Context: an optimization exercise on an open-source flow, tuned for small area and a short achievable clock period. The choices shown serve that exercise and are no tape-out recipe. RTL that was checked went through simulation tests only; none was proved equivalent to the original. Power and IR drop assume default switching activity.

==> v12: inputs <==
// mac
module mac (
    input  logic clk,
    input  logic rst,
    input  logic signed [15:0] a_in,
    input  logic signed [15:0] b_in,
    input  logic acc_clear,
    output logic acc_out_valid,
    output logic signed [34:0] acc_out
);
Settings: LEC_CHECK=0, CAP_MARGIN=20, CORE_MARGIN=2, CORE_UTILIZATION=40, SETUP_SLACK_MARGIN=4.5, SLEW_MARGIN=60, SYNTH_HIERARCHICAL=1, SYNTH_MINIMUM_KEEP_SIZE=0, TNS_END_PERCENT=0; clock period 7.5 ns.
standard.sh (not shown) runs the stock make flow with config.mk's settings and CLKGATE_MAP_FILE= SYNTH_SCRIPT=/design/flow/synth_recipe.tcl, a recipe that flattens the netlist after the stock synthesis.
==> flow/flow/run.sh <==
#!/bin/bash
# Standard ORFS layout (the standard.sh, standard synthesis unchanged); the only
# difference is the cell used for the port buffers that buffer_ports inserts.
set -euo pipefail
export BUFFER_PORTS_ARGS="-buffer_cell sky130_fd_sc_hd__buf_2"
bash standard.sh > standard_flow.log 2>&1
==> v38 (differences from v12) <==
--- a/flow/design.v
+++ b/flow/design.v
@@ -46,34 +46,14 @@
 logic [26:0] acc_cr;
 wire  [34:0] acc_c;
 logic [1:0] t;
 wire hold = acc_out_valid & ~acc_clear;
 wire [34:0] acc_in_s = acc_clear ? 35'd0 : acc_s;
 wire [34:0] acc_in_c = acc_clear ? 35'd0 : acc_c;
 assign acc_c = {acc_cr[26], 1'b0, acc_cr[25], 1'b0, acc_cr[24], 1'b0, acc_cr[23], acc_cr[22], acc_cr[21], acc_cr[20], acc_cr[19], acc_cr[18], acc_cr[17], acc_cr[16], acc_cr[15], acc_cr[14], acc_cr[13], acc_cr[12], acc_cr[11], acc_cr[10], acc_cr[9], acc_cr[8], acc_cr[7], acc_cr[6], acc_cr[5], acc_cr[4], acc_cr[3], 1'b0, acc_cr[2], 1'b0, acc_cr[1], 1'b0, acc_cr[0], 1'b0, 1'b0};
-wire acc_in_sn19;
-mac_nclr u_nc19 (.a(acc_s[19]), .clr(acc_clear), .y(acc_in_sn19));
-wire acc_in_sn21;
-mac_nclr u_nc21 (.a(acc_s[21]), .clr(acc_clear), .y(acc_in_sn21));
-wire acc_in_sn23;
-mac_nclr u_nc23 (.a(acc_s[23]), .clr(acc_clear), .y(acc_in_sn23));
-wire acc_in_sn25;
-mac_nclr u_nc25 (.a(acc_s[25]), .clr(acc_clear), .y(acc_in_sn25));
-wire acc_in_sn27;
-mac_nclr u_nc27 (.a(acc_s[27]), .clr(acc_clear), .y(acc_in_sn27));
-wire acc_in_sn29;
-mac_nclr u_nc29 (.a(acc_s[29]), .clr(acc_clear), .y(acc_in_sn29));
-wire acc_in_sn31;
-mac_nclr u_nc31 (.a(acc_s[31]), .clr(acc_clear), .y(acc_in_sn31));
-wire acc_in_sn32;
-mac_nclr u_nc32 (.a(acc_s[32]), .clr(acc_clear), .y(acc_in_sn32));
-wire acc_in_sn33;
-mac_nclr u_nc33 (.a(acc_s[33]), .clr(acc_clear), .y(acc_in_sn33));
-wire acc_in_sn34;
-mac_nclr u_nc34 (.a(acc_s[34]), .clr(acc_clear), .y(acc_in_sn34));
 wire s0, c0, s1, c1, s2, c2, s3, c3, s4, c4, s5, c5, s6, c6, s7, c7, s8, c8, s9, c9, s10, c10, s11, c11, s12, c12, s13, c13, s14, c14, s15, c15, s16, c16, s17, c17, s18, c18, s19, c19, s20, c20, s21, c21, s22, c22, s23, c23, s24, c24, s25, c25, s26, c26, s27, c27, s28, c28, s29, c29, s30, c30, s31, c31, s32, c32, s33, c33, s34, c34, s35, c35, s36, c36, s37, c37, s38, c38, s39, c39, s40, c40, s41, c41, s42, c42, s43, c43, s44, c44, s45, c45, s46, c46, s47, c47, s48, c48, s49, c49, s50, c50, s51, c51, s52, c52, s53, c53, s54, c54, s55, c55, s56, c56, s57, c57, s58, c58, s59, c59, s60, c60, s61, c61, s62, c62, s63, c63, s64, c64, s65, c65, s66, c66, s67, c67, s68, c68, s69, c69, s70, c70, s71, c71, s72, c72, s73, c73, s74, c74, s75, c75, s76, c76, s77, c77, s78, c78, s79, c79, s80, c80, s81, c81, s82, c82, s83, c83, s84, c84, s85, c85, s86, c86, s87, c87, s88, c88, s89, c89, s90, c90, s91, c91, s92, c92, s93, c93, s94, c94, s95, c95, s96, c96, s97, c97, s98, c98, s99, c99, s100, c100, s101, c101, s102, c102, s103, c103, s104, c104, s105, c105, s106, c106, s107, c107, s108, c108, s109, c109, s110, c110, s111, c111, s112, c112, s113, c113, s114, c114, s115, c115, s116, c116, s117, c117, s118, c118, s119, c119, s120, c120, s121, c121, s122, c122, s123, c123, s124, c124, s125, c125, s126, c126, s127, c127, s128, c128, s129, c129, s130, c130, s131, c131, s132, c132, s133, c133, s134, c134, s135, c135, s136, c136, s137, c137, s138, c138, s139, c139, s140, c140, s141, c141, s142, c142, s143, c143, s144, c144, s145, c145, s146, c146, s147, c147, s148, c148, s149, c149, s150, c150, s151, c151, s152, c152, s153, c153;
 mac_ha u_ha0 (.a(neg_r[0]), .b(pp0[0]), .s(s0), .co(c0));
 mac_ha u_ha1 (.a(pp0[1]), .b(c0), .s(s1), .co(c1));
 mac_fa u_fa2 (.a(neg_r[1]), .b(pp0[2]), .c(pp1[0]), .s(s2), .co(c2));
 mac_fa u_fa3 (.a(s2), .b(c1), .c(acc_in_s[2]), .s(s3), .co(c3));
 mac_fa u_fa4 (.a(pp0[3]), .b(pp1[1]), .c(c2), .s(s4), .co(c4));
 mac_ha u_ha5 (.a(s4), .b(acc_in_s[3]), .s(s5), .co(c5));
@@ -167,68 +147,68 @@
 mac_fa u_fa93 (.a(acc_in_s[18]), .b(acc_in_c[18]), .c(s91), .s(s93), .co(c93));
 mac_fa u_fa94 (.a(c84), .b(c85), .c(s92), .s(s94), .co(c94));
 mac_fa u_fa95 (.a(s93), .b(c86), .c(s94), .s(s95), .co(c95));
 mac_fa u_fa96 (.a(pp2[15]), .b(pp3[13]), .c(pp4[11]), .s(s96), .co(c96));
 mac_fa u_fa97 (.a(pp5[9]), .b(pp6[7]), .c(pp7[5]), .s(s97), .co(c97));
 mac_fa u_fa98 (.a(c88), .b(c89), .c(s96), .s(s98), .co(c98));
 mac_fa u_fa99 (.a(s97), .b(c90), .c(c91), .s(s99), .co(c99));
-mac_fa u_fa100 (.a(acc_in_sn19), .b(acc_in_c[19]), .c(s98), .s(s100), .co(c100));
+mac_fa u_fa100 (.a(~acc_in_s[19]), .b(acc_in_c[19]), .c(s98), .s(s100), .co(c100));
 mac_fa u_fa101 (.a(c92), .b(c93), .c(s99), .s(s101), .co(c101));
 mac_fa u_fa102 (.a(s100), .b(c94), .c(s101), .s(s102), .co(c102));
 mac_fa u_fa103 (.a(~pp2[16]), .b(pp3[14]), .c(pp4[12]), .s(s103), .co(c103));
 mac_fa u_fa104 (.a(pp5[10]), .b(pp6[8]), .c(pp7[6]), .s(s104), .co(c104));
 mac_fa u_fa105 (.a(c96), .b(c97), .c(s103), .s(s105), .co(c105));
 mac_fa u_fa106 (.a(s104), .b(c98), .c(acc_in_s[20]), .s(s106), .co(c106));
 mac_fa u_fa107 (.a(acc_in_c[20]), .b(acc_in_s[19]), .c(s105), .s(s107), .co(c107));
 mac_fa u_fa108 (.a(c99), .b(c100), .c(s106), .s(s108), .co(c108));
 mac_fa u_fa109 (.a(s107), .b(c101), .c(s108), .s(s109), .co(c109));
 mac_fa u_fa110 (.a(pp3[15]), .b(pp4[13]), .c(pp5[11]), .s(s110), .co(c110));
 mac_fa u_fa111 (.a(pp6[9]), .b(pp7[7]), .c(c103), .s(s111), .co(c111));
 mac_fa u_fa112 (.a(c104), .b(s110), .c(s111), .s(s112), .co(c112));
-mac_fa u_fa113 (.a(c105), .b(acc_in_sn21), .c(acc_in_c[21]), .s(s113), .co(c113));
+mac_fa u_fa113 (.a(c105), .b(~acc_in_s[21]), .c(acc_in_c[21]), .s(s113), .co(c113));
 mac_fa u_fa114 (.a(c106), .b(c107), .c(s112), .s(s114), .co(c114));
 mac_fa u_fa115 (.a(s113), .b(c108), .c(s114), .s(s115), .co(c115));
 mac_fa u_fa116 (.a(~pp3[16]), .b(pp4[14]), .c(pp5[12]), .s(s116), .co(c116));
 mac_fa u_fa117 (.a(pp6[10]), .b(pp7[8]), .c(c110), .s(s117), .co(c117));
 mac_fa u_fa118 (.a(s116), .b(c111), .c(s117), .s(s118), .co(c118));
 mac_fa u_fa119 (.a(acc_in_s[22]), .b(acc_in_c[22]), .c(acc_in_s[21]), .s(s119), .co(c119));
 mac_fa u_fa120 (.a(c112), .b(c113), .c(s118), .s(s120), .co(c120));
 mac_fa u_fa121 (.a(s119), .b(c114), .c(s120), .s(s121), .co(c121));
 mac_fa u_fa122 (.a(pp4[15]), .b(pp5[13]), .c(pp6[11]), .s(s122), .co(c122));
 mac_fa u_fa123 (.a(pp7[9]), .b(c116), .c(s122), .s(s123), .co(c123));
-mac_fa u_fa124 (.a(c117), .b(acc_in_sn23), .c(acc_in_c[23]), .s(s124), .co(c124));
+mac_fa u_fa124 (.a(c117), .b(~acc_in_s[23]), .c(acc_in_c[23]), .s(s124), .co(c124));
 mac_fa u_fa125 (.a(s123), .b(c118), .c(c119), .s(s125), .co(c125));
 mac_fa u_fa126 (.a(s124), .b(c120), .c(s125), .s(s126), .co(c126));
 mac_fa u_fa127 (.a(~pp4[16]), .b(pp5[14]), .c(pp6[12]), .s(s127), .co(c127));
 mac_fa u_fa128 (.a(pp7[10]), .b(c122), .c(s127), .s(s128), .co(c128));
 mac_fa u_fa129 (.a(c123), .b(acc_in_s[24]), .c(acc_in_c[24]), .s(s129), .co(c129));
 mac_fa u_fa130 (.a(acc_in_s[23]), .b(s128), .c(c124), .s(s130), .co(c130));
 mac_fa u_fa131 (.a(s129), .b(c125), .c(s130), .s(s131), .co(c131));
 mac_fa u_fa132 (.a(pp5[15]), .b(pp6[13]), .c(pp7[11]), .s(s132), .co(c132));
 mac_fa u_fa133 (.a(c127), .b(s132), .c(c128), .s(s133), .co(c133));
-mac_fa u_fa134 (.a(acc_in_sn25), .b(acc_in_c[25]), .c(c129), .s(s134), .co(c134));
+mac_fa u_fa134 (.a(~acc_in_s[25]), .b(acc_in_c[25]), .c(c129), .s(s134), .co(c134));
 mac_fa u_fa135 (.a(s133), .b(c130), .c(s134), .s(s135), .co(c135));
 mac_fa u_fa136 (.a(~pp5[16]), .b(pp6[14]), .c(pp7[12]), .s(s136), .co(c136));
 mac_fa u_fa137 (.a(c132), .b(s136), .c(acc_in_s[26]), .s(s137), .co(c137));
 mac_fa u_fa138 (.a(acc_in_c[26]), .b(acc_in_s[25]), .c(c133), .s(s138), .co(c138));
 mac_fa u_fa139 (.a(s137), .b(c134), .c(s138), .s(s139), .co(c139));
 mac_fa u_fa140 (.a(pp6[15]), .b(pp7[13]), .c(c136), .s(s140), .co(c140));
-mac_fa u_fa141 (.a(s140), .b(acc_in_sn27), .c(acc_in_c[27]), .s(s141), .co(c141));
+mac_fa u_fa141 (.a(s140), .b(~acc_in_s[27]), .c(acc_in_c[27]), .s(s141), .co(c141));
 mac_fa u_fa142 (.a(c137), .b(s141), .c(c138), .s(s142), .co(c142));
 mac_fa u_fa143 (.a(~pp6[16]), .b(pp7[14]), .c(c140), .s(s143), .co(c143));
 mac_fa u_fa144 (.a(acc_in_s[28]), .b(acc_in_c[28]), .c(acc_in_s[27]), .s(s144), .co(c144));
 mac_fa u_fa145 (.a(s143), .b(c141), .c(s144), .s(s145), .co(c145));
-mac_fa u_fa146 (.a(pp7[15]), .b(acc_in_sn29), .c(c143), .s(s146), .co(c146));
+mac_fa u_fa146 (.a(pp7[15]), .b(~acc_in_s[29]), .c(c143), .s(s146), .co(c146));
 mac_ha u_ha147 (.a(c144), .b(s146), .s(s147), .co(c147));
 mac_fa u_fa148 (.a(~pp7[16]), .b(acc_in_s[30]), .c(acc_in_c[30]), .s(s148), .co(c148));
 mac_fa u_fa149 (.a(acc_in_s[29]), .b(s148), .c(c146), .s(s149), .co(c149));
-mac_ha u_ha150 (.a(acc_in_sn31), .b(c148), .s(s150), .co(c150));
-mac_fa u_fa151 (.a(acc_in_sn32), .b(acc_in_c[32]), .c(acc_in_s[31]), .s(s151), .co(c151));
-mac_ha u_ha152 (.a(acc_in_sn33), .b(acc_in_s[32]), .s(s152), .co(c152));
-mac_fa u_fa153 (.a(acc_in_sn34), .b(acc_in_c[34]), .c(acc_in_s[33]), .s(s153), .co(c153));
+mac_ha u_ha150 (.a(~acc_in_s[31]), .b(c148), .s(s150), .co(c150));
+mac_fa u_fa151 (.a(~acc_in_s[32]), .b(acc_in_c[32]), .c(acc_in_s[31]), .s(s151), .co(c151));
+mac_ha u_ha152 (.a(~acc_in_s[33]), .b(acc_in_s[32]), .s(s152), .co(c152));
+mac_fa u_fa153 (.a(~acc_in_s[34]), .b(acc_in_c[34]), .c(acc_in_s[33]), .s(s153), .co(c153));
 wire [34:0] rx = {c152, s152, c150, s150, c147, s147, c142, c139, c135, c131, c126, c121, c115, c109, c102, c95, c87, c79, c71, c63, c55, c48, c41, c35, c29, c24, c19, s19, c11, s11, s7, s5, acc_in_c[2], s1, s0};
 wire [34:0] ry = {s153, c151, s151, c149, s149, c145, s145, s142, s139, s135, s131, s126, s121, s115, s109, s102, s95, s87, s79, s71, s63, s55, s48, s41, s35, s29, s24, c15, s15, c8, s8, c3, s3, acc_in_s[1], acc_in_s[0]};
 wire [34:0] nxt_s;
 wire [34:0] nxt_c;
 wire [34:0] bp = rx ^ ry;
 wire [34:0] bg = rx & ry;
 wire [35:0] bc;
@@ -563,13 +543,10 @@
     assign s = a ^ b ^ c;
     assign co = (a & b) | (c & (a ^ b));
 endmodule
 module mac_ha (input logic a, input logic b, output logic s, output logic co);
     assign s = a ^ b;
     assign co = a & b;
 endmodule
-module mac_nclr (input logic a, input logic clr, output logic y);
-    assign y = ~a | clr;
-endmodule
 module mac_xor (input logic a, input logic b, output logic y);
     assign y = a ^ b;
 endmodule
==> run summary <==
                                                                             v12                     v38
Result of the run                                                 finished clean          finished clean
End of the worst register-to-register path                acc_s[19]$_SDFFE_PP0P_  acc_s[15]$_SDFFE_PP0P_
Skew-Pair Late Insertion Delay                                           0.37 ns                 0.36 ns
Clock buffer and inverter area fraction after layout                      2.693%                  2.305%
Setup WS post-layout                                                    3.466 ns                3.583 ns
Hold Path Origin                                         acc_cr[23]$_SDFFE_PP0P_  acc_cr[7]$_SDFFE_PP0P_
Area fraction of the dominant cell type after synthesis                   27.45%                  27.36%
Terminating pin of the worst hold path                   acc_cr[23]$_SDFFE_PP0P_  acc_cr[7]$_SDFFE_PP0P_
Initial standard-cell utilization of the core                             40.74%                  40.88%
Syn-to-layout area delta                                                  9.506%                  10.23%
Total leakage power                                                     4.660 nW                4.766 nW
Final-layout non-clock buffer area share                                  4.249%                  5.142%
Number of buffers outside the clock class in the layout                       87                      93
Proportion of synthesized area in mux cells                             0.09401%                0.09369%
Resize count post-CTS                                                         20                      34
Fin area                                                            11,660 sq um            11,780 sq um
R2R depth                                                                     11                      10
Placed Instances                                                           1,415                   1,440
Multi-input gate share of the layout cell area                            70.61%                  69.73%
Function not checked in v12: the RTL went through the layout flow alone.

separate check: timing with driven ports:
The results above use ideal ports. As a check the final layouts listed here were re-extracted and re-timed, cells and wires unchanged.
Step 1: set_driving_cell puts a clkbuf_16 on clk and a buf_2 on each other input, an assumption about the parent block.
Step 2 adds t to the input delays and takes it off the output delays; t is the mean of the earliest and latest rising clock arrival at the registers after step 1. Input paths then give back, and output paths get back, about the clock's delay inside the block.
a / b / c = ideal ports / drivers / drivers and shift; a / b = the first two.
run	t (ns)	slack for setup (ns)	hold slack, ns
v12	0.409	3.466 / 3.419 / 3.221	0.472 / 0.472 / 0.472
v38	0.400	3.583 / 3.536 / 3.270	0.476 / 0.476 / 0.476
After both steps setup and hold are still met in every run listed. For v38, which loses most, drivers alone change the setup slack by -0.047 ns; drivers and shift together by -0.313 ns.
